From an optimization exercise on the open Yosys and OpenROAD flow, aimed at small area and a short achievable clock period; shortcuts taken in it are not production practice.
No functional check of the RTL was part of this run.
Power is estimated from default activity; no workload was simulated.

## design/flow/run.sh

```bash
#!/bin/bash
# synth_recipe.tcl (not shown) runs the flow's synth.tcl, then flattens the netlist and writes it again
# the make line also repeats each setting of config.mk as NAME=value (left out here)
make -C /OpenROAD-flow-scripts/flow DESIGN_CONFIG=/design/flow/config.mk WORK_HOME=/design/flow/orfs CLKGATE_MAP_FILE= SYNTH_SCRIPT=/design/flow/synth_recipe.tcl finish
```

## design/flow/config.mk

```make
export PLATFORM = sky130hd
export DESIGN_NAME = riscv
export DESIGN_NICKNAME = riscv
export VERILOG_FILES = /design/flow/design.v
export SDC_FILE = /design/flow/constraint.sdc
export NUM_CORES = 4
export LEC_CHECK = 0
export CAP_MARGIN = 20
export CORE_MARGIN = 2
export CORE_UTILIZATION = 40
export PLACE_DENSITY = 0.6
export SETUP_SLACK_MARGIN = 5
export SLEW_MARGIN = 20
```

## design/flow/constraint.sdc

```tcl
create_clock -name core_clock -period 10.0 [get_ports {clk_i}]
set_input_delay 2.0000 -clock core_clock [delete_from_list [all_inputs] [get_ports {clk_i}]]
set_output_delay 2.0000 -clock core_clock [all_outputs]
set_load 0.01 [all_outputs]
```

## design/flow/design.v

```verilog
module riscv(
    input                 clk_i           ,
    input                 resetn_i        ,
    output [32-1:0]    instr_addr_o    ,
    input  [32-1:0]    instr_i         ,
    output [32-1:0]    mem_addr_o      ,
    output                mem_read_en_o   ,
    input  [32-1:0]    mem_read_data_i ,
    output                mem_write_en_o  ,
    output [32-1:0]    mem_write_data_o
);
    logic s0, s1;
    always_ff @(posedge clk_i)
        begin
        s0 <= resetn_i;
        s1 <= resetn_i & s0;
        end
    wire [31:0] ins = instr_i;
    wire [ 6:0] opc = ins[6:0];
    wire [ 2:0] f3  = ins[14:12];
    wire [ 6:0] f7  = ins[31:25];
    wire [ 4:0] rs1 = ins[19:15];
    wire [ 4:0] rs2 = ins[24:20];
    wire is_op    = (opc == 7'b0110011    );
    wire is_opi   = (opc == 7'b0010011);
    wire is_lui   = (opc == 7'b0110111   );
    wire is_auipc = (opc == 7'b0010111 );
    wire is_jal   = (opc == 7'b1101111   );
    wire is_jalr  = (opc == 7'b1100111  );
    wire is_br    = (opc == 7'b1100011);
    wire is_ld    = (opc == 7'b0000011  );
    wire is_st    = (opc == 7'b0100011 );
    wire f7_0 = (f7 == 7'b0000000);
    wire f7_1 = (f7 == 7'b0100000);
    wire op_ok  = is_op & f7_0;
    wire d_add  = (op_ok | (is_op & f7_1) | is_opi) & (f3 == 3'd0);
    wire d_sub  = is_op & f7_1 & (f3 == 3'd0);
    wire d_sll  = (is_op | is_opi) & f7_0 & (f3 == 3'd1);
    wire d_sr   = (is_op | is_opi) & (f7_0 | f7_1) & (f3 == 3'd5);
    wire d_slt  = (op_ok | is_opi) & (f3 == 3'd2);
    wire d_sltu = (op_ok | is_opi) & (f3 == 3'd3);
    wire d_xor  = (op_ok | is_opi) & (f3 == 3'd4);
    wire d_or   = (op_ok | is_opi) & (f3 == 3'd6);
    wire d_and  = (op_ok | is_opi) & (f3 == 3'd7);
    wire d_u    = is_lui | is_auipc | is_jal | is_jalr;
    wire d_ld   = is_ld & ((f3 == 3'd0) | (f3 == 3'd1) | (f3 == 3'd2) |
                           (f3 == 3'd4) | (f3 == 3'd5));
    wire d_st   = is_st & ((f3 == 3'd0) | (f3 == 3'd1) | (f3 == 3'd2));
    wire d_rdwe = d_add | d_sll | d_sr | d_slt | d_sltu | d_xor | d_or |
                  d_and | d_u | d_ld;
    logic e_add, e_sub, e_sll, e_sr, e_sra, e_slt, e_sltu, e_xor, e_or, e_and;
    logic e_u, e_ld, e_st, e_rdwe;
    logic imm0, imm1;
    always_ff @(posedge clk_i)
        begin
        if(!resetn_i)
            begin
            {e_add, e_sub, e_sll, e_sr, e_slt, e_sltu, e_xor, e_or, e_and} <= '0;
            {e_u, e_ld, e_st, e_rdwe} <= '0;
            imm0 <= 1'b0;
            imm1 <= 1'b0;
            end
        else
            begin
            e_add  <= d_add ;
            e_sub  <= d_sub ;
            e_sll  <= d_sll ;
            e_sr   <= d_sr  ;
            e_slt  <= d_slt ;
            e_sltu <= d_sltu;
            e_xor  <= d_xor ;
            e_or   <= d_or  ;
            e_and  <= d_and ;
            e_u    <= d_u   ;
            e_ld   <= d_ld  ;
            e_st   <= d_st  ;
            e_rdwe <= d_rdwe;
            imm0   <= is_opi;
            imm1   <= imm0;
            end
        end
    logic [11:0] e_imm    ;
    logic [ 4:0] e_rd     ;
    logic        e_use_rs2;
    logic        e_sra_f  ;
    logic [ 2:0] e_fmt    ;  
    logic [ 1:0] e_stsz   ;  
    logic        e_br_eq  ;
    logic        e_br_u   ;
    logic        e_br_inv ;
    logic [31:0] e_u_val  ;
    logic [31:0] pc_d     ;
    wire [31:0] imm_u  = {ins[31:12], 12'b0};
    wire [31:0] pc_d4  = pc_d + 32'd4;                          
    wire [31:0] pc_du  = {pc_d[31:12] + ins[31:12], pc_d[11:0]};  
    always_ff @(posedge clk_i)
        begin
        e_imm     <= is_st ? {ins[31:25], ins[11:7]} : ins[31:20];
        e_rd      <= ins[11:7];
        e_use_rs2 <= is_op;
        e_sra_f   <= f7_1;
        e_fmt     <= {(f3[1:0] == 2'b00), (f3[1:0] == 2'b01), ~f3[2]};
        e_stsz    <= {(f3[1:0] == 2'b10), (f3[1:0] == 2'b01)};
        e_br_eq   <= ~f3[2];
        e_br_u    <= f3[1];
        e_br_inv  <= f3[0];
        e_u_val   <= is_lui ? imm_u : is_auipc ? pc_du : pc_d4;
        end
    logic [31:0] pc0, pc1;
    logic        br_f, br_c;  
    logic        sel_pc1;
    wire [31:0] imm_b = {{20{ins[31]}}, ins[7], ins[30:25], ins[11:8], 1'b0};
    wire [31:0] pc_o  = sel_pc1 ? pc1 : pc0;
    always_ff @(posedge clk_i)
        begin
        if(!resetn_i)
            begin
            pc0  <= 32'h0;
            br_f <= 1'b0;
            br_c <= 1'b0;
            pc_d <= 32'h0;
            end
        else
            begin
            pc0  <= sel_pc1 ? pc1 + 32'd4 : is_br ? pc0 + imm_b : pc0 + 32'd4;
            br_f <= is_br & ~f3[2] &  f3[1];
            br_c <= is_br & ( f3[2] | ~f3[1]);
            pc_d <= pc_o;
            end
        pc1 <= pc0 + 32'd4;
        end
    assign instr_addr_o = pc_o;
    logic [31:0] op_a, op_b_rs2;    
    logic [31:0] ex_rd;             
    logic [31:0] mem_rd;            
    logic [ 4:0] ex_rd_addr;
    logic [ 4:0] mem_rd_addr;
    wire [31:0] imm_s = {{20{e_imm[11]}}, e_imm};
    wire [31:0] op_b  = e_use_rs2 ? op_b_rs2 : imm_s;
    wire [31:0] sum = op_a + (op_b ^ {32{e_sub}}) + {31'b0, e_sub};
    wire        cmp_eq  = (op_a == op_b_rs2);
    wire        cmp_ltu = (op_a < op_b_rs2);
    wire        cmp_lt  = cmp_ltu ^ op_a[31] ^ op_b_rs2[31];
    logic [31:0] sh_in, sh_rev;
    always_comb
        for (int i = 0; i < 32; i++)
            sh_in[i] = e_sll ? op_a[31-i] : op_a[i];
    wire        sh_fill = e_sr & e_sra_f & op_a[31];
    wire [32:0] sh_ext  = {sh_fill, sh_in};
    wire [32:0] sh_res  = $signed(sh_ext) >>> op_b[4:0];
    always_comb
        for (int i = 0; i < 32; i++)
            sh_rev[i] = sh_res[31-i];
    wire [31:0] rd_data = ({32{e_add }} & sum                     ) |
                          ({32{e_sll }} & sh_rev                  ) |
                          ({32{e_sr  }} & sh_res[31:0]            ) |
                          ({32{e_slt }} & {31'b0, cmp_lt }        ) |
                          ({32{e_sltu}} & {31'b0, cmp_ltu}        ) |
                          ({32{e_xor }} & (op_a ^ op_b)           ) |
                          ({32{e_or  }} & (op_a | op_b)           ) |
                          ({32{e_and }} & (op_a & op_b)           ) |
                          ({32{e_u   }} & e_u_val                 );
    wire br_cond = e_br_eq ? cmp_eq : (e_br_u ? cmp_ltu : cmp_lt);
    assign sel_pc1 = br_f | (br_c & (br_cond ~^ e_br_inv));
    logic [31:0] ex_addr, ex_wdata, st_hold;
    logic        ex_addr_eq;
    logic        ex_rdwe, ex_ld, ex_st, ex_re_o, ex_we_o;
    logic [ 2:0] ex_fmt;
    always_ff @(posedge clk_i)
        begin
        if(!resetn_i)
            begin
            ex_rdwe <= 1'b0;
            ex_ld   <= 1'b0;
            ex_st   <= 1'b0;
            ex_re_o <= 1'b0;
            ex_we_o <= 1'b0;
            end
        else
            begin
            ex_rdwe <= e_rdwe;
            ex_ld   <= e_ld;
            ex_st   <= e_st;
            ex_re_o <= e_ld & s1;
            ex_we_o <= e_st & s1;
            end
        ex_rd      <= rd_data;
        ex_rd_addr <= e_rd;
        ex_addr    <= sum;
        ex_addr_eq <= (sum == ex_addr);
        ex_wdata   <= {e_stsz[1] ? op_b_rs2[31:16] : 16'h0,
                       (e_stsz[1] | e_stsz[0]) ? op_b_rs2[15:8] : 8'h0,
                       op_b_rs2[7:0]};
        ex_fmt     <= e_fmt;
        if(ex_st)
            st_hold <= ex_wdata;
        end
    assign mem_addr_o       = ex_addr ;
    assign mem_read_en_o    = ex_re_o ;
    assign mem_write_en_o   = ex_we_o ;
    assign mem_write_data_o = ex_wdata;
    logic       m_we, m_st, m_fwd, m_ld;
    logic [2:0] m_fmt;
    always_ff @(posedge clk_i)
        begin
        if(!resetn_i)
            begin
            m_we  <= 1'b0;
            m_st  <= 1'b0;
            m_fwd <= 1'b0;
            end
        else
            begin
            m_we  <= ex_rdwe & s1;
            m_st  <= ex_st;
            m_fwd <= ex_addr_eq & m_st & ex_ld;
            end
        m_ld        <= ex_ld & s1;
        m_fmt       <= ex_fmt;
        mem_rd      <= ex_rd;
        mem_rd_addr <= ex_rd_addr;
        end
    wire [31:0] mrd = m_fwd ? st_hold : mem_read_data_i;
    wire        m_sb = m_fmt[0] & mrd[7];
    wire        m_sh = m_fmt[0] & mrd[15];
    wire [31:0] ld_val = {m_fmt[2] ? {16{m_sb}} : m_fmt[1] ? {16{m_sh}} : mrd[31:16],
                          m_fmt[2] ? { 8{m_sb}} : mrd[15:8],
                          mrd[7:0]};
    wire [31:0] wb_data = m_ld ? ld_val : mem_rd;
    logic [31:0] xr [1:31];
    logic [31:1] xv;
    always_ff @(posedge clk_i)
        for (int k = 1; k < 32; k++)
            if(m_we && mem_rd_addr == k)
                xr[k] <= wb_data;
    always_ff @(posedge clk_i)
        if(!resetn_i)
            xv <= '0;
        else
            for (int k = 1; k < 32; k++)
                if(m_we && mem_rd_addr == k)
                    xv[k] <= 1'b1;
    wire fe = resetn_i & s0;
    wire f1e = fe & (e_rd        == rs1);
    wire f10 = fe & (ex_rd_addr  == rs1);
    wire f11 = fe & s1 & (mem_rd_addr == rs1);
    wire f2e = fe & ~is_opi & (e_rd        == rs2);
    wire f20 = fe & ~imm0   & (ex_rd_addr  == rs2);
    wire f21 = fe & ~imm1 & s1 & (mem_rd_addr == rs2);
    logic [31:0] rf1, rf2;
    always_comb
        begin
        rf1 = '0;
        rf2 = '0;
        for (int k = 1; k < 32; k++)
            begin
            rf1 = rf1 | ({32{xv[k] & (rs1 == k)}} & xr[k]);
            rf2 = rf2 | ({32{xv[k] & (rs2 == k)}} & xr[k]);
            end
        end
    always_ff @(posedge clk_i)
        begin
        op_a     <= f1e ? rd_data : f10 ? ex_rd : f11 ? mem_rd : rf1;
        op_b_rs2 <= f2e ? rd_data : f20 ? ex_rd : f21 ? mem_rd : rf2;
        end
endmodule
```

==> results.yml <==
sta:
  finalHoldViolCount: 0
  finalCritPeriodShare_pct: 60.08
  tightest_slew_ns: 1.211
  fmax_mhz: 166.4
  fin_crit_ns: 6.008
  maxSlewHeadroom_pct: 19.29
  tns_ns: 0
  slew_violations: 0
  fin_skew_ns: 0.04970
  setup_ws_ns: 3.992
  rsz0062_at_grt: "yes"
  setup_viol: 0
global_route:
  grt_usage_pct: 35.78
  grt_max_degree: 65
  grt_pass1_wl_um: 436000
  grt_overflow: 0
  grt_antenna_before_repair: 22
  grt_pass1_vias: 55080
power:
  p_leak_uw: 0.02935
  peakVddDrop_v: 0.0001918
  cellPowerDensity_nw_per_um2: 162.3
worst_setup_path:
  cp-start-kind: "flop"
  cpMostUsedCell: "buf_12"
  path_max_fanout: 7
  ff2ff_path_depth: 18
  startpoint: "op_b_rs2[5]"
  rr_endpoint: "op_b_rs2[28]"
  cp-end-kind: "primary output"
  required_ns: 8.00
  cp_slowest_cell: "dfxtp_2"
  rrSetupSlack_ns: 5.02
  crit_type: "flop to primary output"
  r2r_start: "e_use_rs2"
  worstPathArrival_ns: 4.01
  path_cells: "inv_1 > ha_1 > nand4_1 > nor2b_2 > nor2_1 > a21oi_1 > o211ai_1 > xor2_1 > o22ai_2 > xnor2_2 > a21o_4 > buf_12 > buf_12 > mux2_4 > buf_6"
  critPathMaxStageDelay_ns: 0.34
synth:
  synthSimpleGateAreaFrac_pct: 9.902
  synth_ff_type: "edfxtp_1"
  synth_nets: 6054
  synth_compound_area_share_pct: 19.82
  syn_inst: 5807
  muxShareOfSynthArea_pct: 2.883
  synth_xor_area_share_pct: 3.142
  synth_top_family_by_area: "compound AO/OA/AOI/OAI gates"
  syn_area_um2: 68020
  yosys_warnings: 2
  ys_async_sr_fraction_pct: 0
  ys_ff_latch: 1445
  synth_edf_count: 1024
  synthAdderAreaFrac_pct: 3.363
  synth_top_cell_by_area: "edfxtp_1"
  synth_area_leaders: "edfxtp_1 (45%), dfxtp_1 (12%), a22oi_1 (4.2%), a221oi_1 (3.7%), a22o_1 (3.6%)"
  netlist.area_leader.share_pct: 45.21
  synth.avg_cell_area_um2: 11.71
  yosysUniqueCellTypes: 82
  yosysSeqAreaShare_pct: 57.60
layout:
  layout-drive-gt1-share_pct: 15.12
  area_delta_synth_final_pct: 17.02
  multi_input_area_um2: 27940
  layout_commonest_cell: "edfxtp_1"
  nFillCells: 15050
  regArea_um2: 39300
  most-common-layout-cells: "edfxtp_1 (1024), a22oi_1 (379), dfxtp_1 (367)"
  fin_nets: 6178
drt:
  dr.pass1.iters: 14
  drc: 0
  dr.first_iter.drc_count: 13030
  avgRoutedWirePerCell_um: 38.76
  drt-vias-per-instance: 7.117
  postRouteAntennaNets: 0
  routed_wl_um: 320900
  vias: 58930
floorplan:
  fp.dieH_um: 416.4
  core_um2: 169100
  initial_core_util_pct: 40.22
  dieArea_um2: 173400
  io_pins: 164
  rows: 151
  die_x_um: 416.4
clocking:
  htree_num_levels: 4
  numCtsBuffers: 155
  cts.path.max_buffers: 3
  cts_tree: "built"
  postCtsHoldBufs: 0
  clk_pin_slew_ns: 0.07
  insertion_delay_ns: 0.83
  root_buffer: "clkbuf_16"
  cts.sinks: 1445
placement:
  dpl_worst_slack_ns: 3.418
  place_hpwl_um: 193100
  place_congestion: 1.001
  port_buffers: 163
worst_hold_path:
  whs_endpoint: "ex_fmt[2]"
  hold_depth: 0
  worst_hold_startpoint: "e_fmt[2]"
  hold_path.class: "flop to flop"
job:
  max-cap-violations: 0
run_status:
  status: "finished clean"
==> registers in the layout, indices dropped and copies added, names as in the netlist, 12 cells and up <==
signal,flops
ex_addr,32
ex_wdata,32
xv,31
op_a,32
xr,992
st_hold,32
pc1,32
e_imm,12
ex_rd,32
e_u_val,32
mem_rd,32
pc0,32
pc_d,32
op_b_rs2,32
==> synthesized netlist by cell type (74+ instances only) <==
cell	count
a21oi_1	261
nand4_1	133
nand2_1	303
clkbuf_1	385
o21ai_0	187
mux2i_1	77
dfxtp_1	421
ha_1	178
nand3_1	183
a22oi_1	379
a22o_1	277
nor3_1	90
nor2_1	367
inv_1	147
a211oi_1	102
and3_1	95
a221oi_1	286
xor2_1	90
xnor2_1	154
edfxtp_1	1024
and2_1	74
==> timing repair <==
| item | CTS | global route |
|---|---|---|
| cloned | 6 | 2 |
| buffers inserted | 48 | 15 |
| setup endpoints to repair | 120 | 96 |
| gates resized for setup | 347 | 116 |
| pin swaps | 15 | 9 |
==> per-stage QoR <==
stage / instance area, um2 / utilization (%) / hold slack [ns] / std cells / power [uW]
detailed placement: 72490 / 42.87 / 0.3135 / 7920 / 6988
floorplan: 68020 / - / 0.3096 / 5807 / 6783
finish: 79590 / 47.07 / 0.3272 / 8280 / 12920
CTS: 78920 / 46.67 / 0.3273 / 8258 / 12910
global route: 79590 / 47.07 / 0.3350 / 8279 / 13200
global placement: 72480 / 42.86 / 0.3138 / 7920 / 6988
==> power breakdown <==
group          switching [uW]  internal [uW]  total (uW)
Combinational             316            198         514
Sequential               41.6           6350        6400
Clock                    2580           3430        6010
==> cell type report <==
class / instances / share of cell area (%)
Antenna cell: 4 / 0.01258
Inverter: 149 / 0.7058
Timing Repair Buffer: 403 / 4.659
Tap cell: 2218 / 3.487
Sequential cell: 1445 / 49.37
Multi-Input combinational cell: 3777 / 35.10
Clock buffer: 186 / 5.184
Clock inverter: 98 / 1.479
==> critical path, delay by kind of cell (launching register included) <==
kind | cells | cell delay [ns]
and+or+nand+nor | 3 | 0.60
buffers and inverters | 4 | 0.46
DFF | 1 | 0.34
adders and majority gates | 1 | 0.29
muxes | 1 | 0.32
xor gates and xnor gates | 2 | 0.38
AOI/OAI and AO/OA | 4 | 0.77
==> per-layer routing <==
layer | global-route usage (%) | up-vias | share of wire [%]
met3 | 14.46 | 1525 | 16
li1 | - | 23090 | -
met5 | 0.2501 | - | 0.062
met2 | 49.57 | 5681 | 40
met1 | 46.63 | 28610 | 36
met4 | 21.37 | 21 | 7.9
==> kinds of logic (layout without fill, tap and decap cells) <==
kind of cell	count (synthesis)	after routing
AO/OA/AOI/OAI	1810	1813
flip-flops	1445	1445
AND/OR/NAND/NOR	1387	1387
buffers and inverters	588	836
XOR/XNOR	244	244
adder cells (fa/ha/maj)	181	181
multiplexers	152	152
other	0	4
==> worst max path at each step <==
stage	end
4_1_cts	instr_addr_o[30]
5_1_grt	instr_addr_o[30]
3_5_place_dp	instr_addr_o[28]
2_1_floorplan	instr_addr_o[2]
3_3_place_gp	instr_addr_o[28]
6_report	instr_addr_o[30]

[what the ideal ports hide]
How much do the figures lean on ideal ports? The routed layout below was timed once more, with nothing changed but the port constraints. Step 1: set_driving_cell puts a clkbuf_16 on clk_i and a buf_2 on each other input, an assumption about the parent block. Step 2 moves the port delays by t, midway between the first and last clock arrival at a register: inputs arrive t later, outputs are due t later. That takes back most of the time a late clock gives input paths. Three values: ideal ports, drivers, drivers and shift; two values: the first two.
shift t [ns]: 0.887
setup slack, ns: 3.992 / 3.910 / 4.007
worst data-port slew with drivers (ns): 0.10
After both steps setup and hold are still met in this run. For this run, drivers alone change the setup slack by -0.082 ns; drivers and shift together by +0.015 ns.
